Source: an optimization exercise on an open RTL-to-GDS flow (aim: small area). Production flows keep margins and buffers that such runs may drop.
At most, simulation tests tie the RTL to the original design; equivalence was not proved.
Power and IR drop assume default switching activity.

==> sierra: inputs <==
// cpu_top
module cpu_top(
 		clk,
 		rst,
		start,
		stop,
	    start_addr,
		cpu_read_ack,
        cpu_read_data,
		cpu_read_valid,
        cpu_read_addr,
        segment_instruc,
		segment_instruc_valid,
        axis_data,
        axis_valid,
        axis_last,
        axis_ready
    );
clock: 5.5 ns
lec_check: 0
abc_area: 1
cap_margin: 20
core_margin: 2
core_utilization: 40
slew_margin: 20
standard.sh (not shown) runs the stock make flow with config.mk's settings and CLKGATE_MAP_FILE= SYNTH_SCRIPT=/design/flow/synth_recipe.tcl, a recipe that flattens the netlist after the stock synthesis.
==> flow/flow/run.sh <==
#!/bin/bash
# Standard ORFS layout (the standard.sh), with buf_1 port buffers and a
# clock tree of small buffers without dummy loads. Each step's log is in orfs/logs.
set -euo pipefail
bash standard.sh synth > synth.log 2>&1
bash standard.sh finish \
  "BUFFER_PORTS_ARGS=-buffer_cell sky130_fd_sc_hd__buf_1" \
  "CTS_ARGS=-sink_clustering_enable -repair_clock_nets -dont_use_dummy_load -buf_list sky130_fd_sc_hd__clkbuf_2" \
  > layout.log 2>&1
==> indigo (differences from sierra) <==
--- a/flow/design.v
+++ b/flow/design.v
@@ -27,85 +27,34 @@
 localparam	CMP		= 3'd7;
 reg	[2:0]	cstate;
 reg	[2:0]	nstate;
 reg			read_en;
 reg	[32:0]	read_addr;
 reg			read_valid_temp;
 reg	[124:0]	instr;
-reg	[1:0]	cnt_idx_hi;
-reg			after_cmp;
+reg	[15:0]	counter_jump [1:7];
+reg	[7:1]	counter_live;
 wire		rd_seg	= cpu_read_data[127:125] == 3'b101;
 wire		rd_jump	= cpu_read_data[127:125] == 3'b111;
 wire		getting	= cstate == GET1 || cstate == GET;
 wire		load	= getting && cpu_read_ack;
 wire [2:0]	rd_idx	= cpu_read_data[35] ? 3'd0 : cpu_read_data[34:32];
 wire [32:0]	jump_addr	= {instr[63:59], instr[124:97]};
-wire [15:0]	jump_times	= {instr[31:20], instr[3:0]};
-wire [2:0]	cnt_idx		= {cnt_idx_hi, instr[58]};
+wire		jump_taken	= instr[58];
 assign cpu_read_addr			= read_addr;
 assign cpu_read_valid			= read_en;
 assign segment_instruc			= {3'b101, instr};
 assign segment_instruc_valid	= read_valid_temp;
 assign seg_ddr_address			= instr[96:64];
 assign seg_buff_length			= instr[57:32];
 assign seg_times				= instr[19:4];
-function [28:0] inc29;
-	input [28:0] a;
-	integer i;
-	reg c;
-	begin
-		c = 1'b1;
-		for(i=0;i<29;i=i+1)
-			begin
-			inc29[i] = a[i] ^ c;
-			c = c & a[i];
-			end
-	end
-endfunction
-function [15:0] inc16;
-	input [15:0] a;
-	integer i;
-	reg c;
-	begin
-		c = 1'b1;
-		for(i=0;i<16;i=i+1)
-			begin
-			inc16[i] = a[i] ^ c;
-			c = c & a[i];
-			end
-	end
-endfunction
-function lt16;
-	input [15:0] a;
-	input [15:0] b;
-	integer i;
-	reg c;
-	begin
-		c = 1'b0;
-		for(i=0;i<16;i=i+1)
-			c = (~a[i] & b[i]) | (~(a[i] ^ b[i]) & c);
-		lt16 = c;
-	end
-endfunction
-reg	[15:0]	ring_a0, ring_a1, ring_a2, ring_b0, ring_b1, ring_c0, ring_c1;
-reg			live_a0, live_a1, live_a2, live_b0, live_b1, live_c0, live_c1;
-reg	[1:0]	phase_a;	 
-reg			phase_bc;	 
-wire		win_bc	= cstate == JJMP || cstate == CMP;
-wire		win_a	= win_bc || after_cmp;
-wire		hit_a	= win_a  && !cnt_idx[2] && cnt_idx[1:0] == phase_a;
-wire		hit_b	= win_bc && cnt_idx[2:1] == 2'b10 && cnt_idx[0] == phase_bc;
-wire		hit_c	= win_bc && cnt_idx[2:1] == 2'b11 && cnt_idx[0] == phase_bc;
-wire		hit_0	= cstate == JJMP && cnt_idx == 3'd0;
-wire		decide	= hit_a || hit_b || hit_c || hit_0;
-wire [15:0]	counter_sel	= ({16{hit_a & live_a0}} & ring_a0)
-						| ({16{hit_b & live_b0}} & ring_b0)
-						| ({16{hit_c & live_c0}} & ring_c0);
-wire [15:0]	counter_inc	= inc16(counter_sel);
-wire		jump_taken	= lt16(hit_0 ? 16'd0 : counter_inc, jump_times);
+wire [15:0]	counter_sel	= (rd_idx != 3'd0 && counter_live[rd_idx]) ? counter_jump[rd_idx] : 16'd0;
+wire [15:0]	counter_inc	= counter_sel + 16'd1;
+wire		rd_taken	= (rd_idx != 3'd0 ? counter_inc : 16'd0) < cpu_read_data[15:0];
+wire		jump_load	= cstate == GET && cpu_read_ack && rd_jump;
 always @(*)
 	begin
 		case(cstate)
 			IDLE:	nstate = start ? GET1 : IDLE;
 			GET1:	nstate = cpu_read_ack ? WAIT : GET1;
 			WAIT:	nstate = generate_done ? (stop ? IDLE : GET) : WAIT;
 			GET:	nstate = cpu_read_ack ? (rd_seg ? JSEG : rd_jump ? JJMP : JEND) : GET;
@@ -131,71 +80,48 @@
 			if(getting)
 				read_valid_temp	<= cpu_read_ack & rd_seg;
 			if(load && rd_seg)
 				seg_seen		<= 1'b1;
 			end
 	end
 always @(posedge clk)
-	after_cmp	<= cstate == CMP;
-always @(posedge clk)
 	begin
 		if(cstate == GET1)
 			read_addr	<= start_addr;
-		else if((cstate == WAIT && generate_done) || (decide && !jump_taken))
-			read_addr	<= {inc29(read_addr[32:4]), read_addr[3:0]};
-		else if(decide)
+		else if((cstate == WAIT && generate_done) || (cstate == CMP && !jump_taken))
+			read_addr	<= read_addr + 33'd16;
+		else if(cstate == CMP)
 			read_addr	<= jump_addr;
 	end
 always @(posedge clk)
 	begin
 		if(load && rd_seg)
 			{instr[96:64], instr[57:32], instr[19:4]} <=
 				{cpu_read_data[96:64], cpu_read_data[57:32], cpu_read_data[19:4]};
 		if(load)
 			begin
 			{instr[124:97], instr[63:58], instr[31:20]} <= rd_seg ?
 				{cpu_read_data[124:97], cpu_read_data[63:58], cpu_read_data[31:20]} :
-				{cpu_read_data[91:64], cpu_read_data[96:92], rd_idx[0], cpu_read_data[15:4]};
+				{cpu_read_data[91:64], cpu_read_data[96:92], rd_taken, cpu_read_data[31:20]};
 			instr[3:0]	<= cpu_read_data[3:0];
-			cnt_idx_hi	<= rd_idx[2:1];
 			end
 	end
+integer i;
 always @(posedge clk)
 	begin
-		if(rst)
-			begin
-			phase_a		<= 2'd1;
-			phase_bc	<= 1'b0;
-			end
-		else
-			begin
-			phase_a		<= {phase_a[0], ~phase_a[1] | ~phase_a[0]};	 
-			phase_bc	<= ~phase_bc;
-			end
-		ring_a1		<= hit_a ? counter_inc : ring_a0;
-		ring_a2		<= ring_a1;
-		ring_a0		<= ring_a2;
-		ring_b1		<= hit_b ? counter_inc : ring_b0;
-		ring_b0		<= ring_b1;
-		ring_c1		<= hit_c ? counter_inc : ring_c0;
-		ring_c0		<= ring_c1;
 		if(cstate == IDLE)
-			begin
-			{live_a0, live_a1, live_a2, live_b0, live_b1, live_c0, live_c1} <= 7'd0;
-			end
-		else
-			begin
-			live_a1		<= hit_a ? jump_taken : live_a0;
-			live_a2		<= live_a1;
-			live_a0		<= live_a2;
-			live_b1		<= hit_b ? jump_taken : live_b0;
-			live_b0		<= live_b1;
-			live_c1		<= hit_c ? jump_taken : live_c0;
-			live_c0		<= live_c1;
-			end
+			counter_live	<= 7'd0;
+		else if(jump_load && rd_idx != 3'd0)
+			counter_live[rd_idx]	<= rd_taken;
+	end
+always @(posedge clk)
+	begin
+		for(i=1;i<8;i=i+1)
+			if(jump_load && rd_idx == i)
+				counter_jump[i]	<= counter_inc;
 	end
 endmodule
 `timescale 1ns / 1ps
 module cpu_instr_excute(
 	input			clk,
 	input			rst,
 	input			instrc_valid,
@@ -209,43 +135,18 @@
 	output			axis_valid,
 	output			axis_last
 );
 	reg		[15:0]	segment_num;
 	reg		[2:0]	data_num;
 	reg		[31:0]	data_gen;
 	reg				tvalid;
-	function [15:0] inc16;
-		input [15:0] a;
-		integer i;
-		reg c;
-		begin
-			c = 1'b1;
-			for(i=0;i<16;i=i+1)
-				begin
-				inc16[i] = a[i] ^ c;
-				c = c & a[i];
-				end
-		end
-	endfunction
-	function ge16;
-		input [15:0] a;
-		input [15:0] b;
-		integer i;
-		reg c;
-		begin
-			c = 1'b1;
-			for(i=0;i<16;i=i+1)
-				c = (a[i] & ~b[i]) | (~(a[i] ^ b[i]) & c);
-			ge16 = c;
-		end
-	endfunction
 	assign	axis_last		= data_num == 3'd7;
 	assign	axis_data		= data_gen;
 	assign	axis_valid		= tvalid & ~generate_done;
-	assign	generate_done	= ~seg_seen | ge16(segment_num, segment_times);
+	assign	generate_done	= ~seg_seen | (segment_num >= segment_times);
 always @(posedge clk or posedge rst)
 	begin
 		if(rst)
 			begin
 			tvalid		<= 1'b0;
 			end
 		else
@@ -258,17 +159,17 @@
 		if(generate_done)
 			begin
 			data_num 		<= 3'd0;
 			segment_num		<= 16'd0;
 			end
 		else if(axis_ready & tvalid)
 			begin
-			data_num 		<= {data_num[2] ^ (data_num[1] & data_num[0]), data_num[1] ^ data_num[0], ~data_num[0]};
+			data_num 		<= data_num + 3'd1;
 			if(data_num == 3'd7)
-				segment_num	<= inc16(segment_num);
+				segment_num	<= segment_num + 16'd1;
 			end
 	end
 always @(*)
 	begin
 		case(data_num)
 			3'd0:	data_gen = 32'h80002000;
 			3'd2:	data_gen = ddr_address[31:0];
==> flow/run.sh (new file) <==
#!/bin/bash
# synth_recipe.tcl (not shown) runs the flow's synth.tcl, then flattens the netlist and writes it again
# the make line also repeats each setting of config.mk as NAME=value (left out here)
make -C /OpenROAD-flow-scripts/flow DESIGN_CONFIG=/design/flow/config.mk WORK_HOME=/design/flow/orfs CLKGATE_MAP_FILE= SYNTH_SCRIPT=/design/flow/synth_recipe.tcl finish
removed: flow/flow/run.sh
removed: flow/standard.sh
==> comparison <==
- sierra went through all stages and came out clean. indigo completed without violations.
- Between indigo and sierra, the lower routed wire length is in sierra (gap about 20%, measured against sierra).
- Critical path depth: sierra is higher than indigo (2).
- Between indigo and sierra, the lower flip-flop and latch count is in indigo (gap 6).
- Between indigo and sierra, the lower utilization is in sierra (gap 6.7 points).
- Against sierra, the clock-buffer cell count of indigo is lower by 41.
- Between sierra and indigo, the lower register-to-register slack is in sierra (gap 1.7 ns).
- Via count: sierra is lower than indigo (about 10%).
- Between indigo and sierra, the lower total power is in sierra (gap about 30%, measured against sierra).
Only the layout flow was run in sierra; the RTL was not checked for function there.

re-timing with driven ports:
The results above use ideal ports. As a check the final layouts listed here were re-extracted and re-timed, cells and wires unchanged. Step 1 sets driving cells, clkbuf_16 on the clock port and buf_2 on the other inputs (assumed; they add their load-dependent delay and slew). Step 2 also shifts input and output timing later by t, the mid clock arrival at the registers, as if the neighbouring blocks saw the same clock. Three values: ideal ports, drivers, drivers and shift; two values: the first two.
run | t (ns) | slack for setup (ns) | worst hold slack (ns) | worst setup path after step 2 | worst slew at a driven data input, ns
sierra | 0.872 | 0.128 / 0.128 / 0.128 | 0.301 / 0.301 / 0.301 | register to register | 0.08
indigo | 0.556 | 0.541 / 0.498 / -0.058 | 0.482 / 0.482 / 0.482 | input to register | 0.12
With both steps, setup timing fails in indigo, where it was met with ideal ports. The setup slack of indigo, which loses most, moves by -0.043 ns with the drivers and by -0.599 ns with both steps.
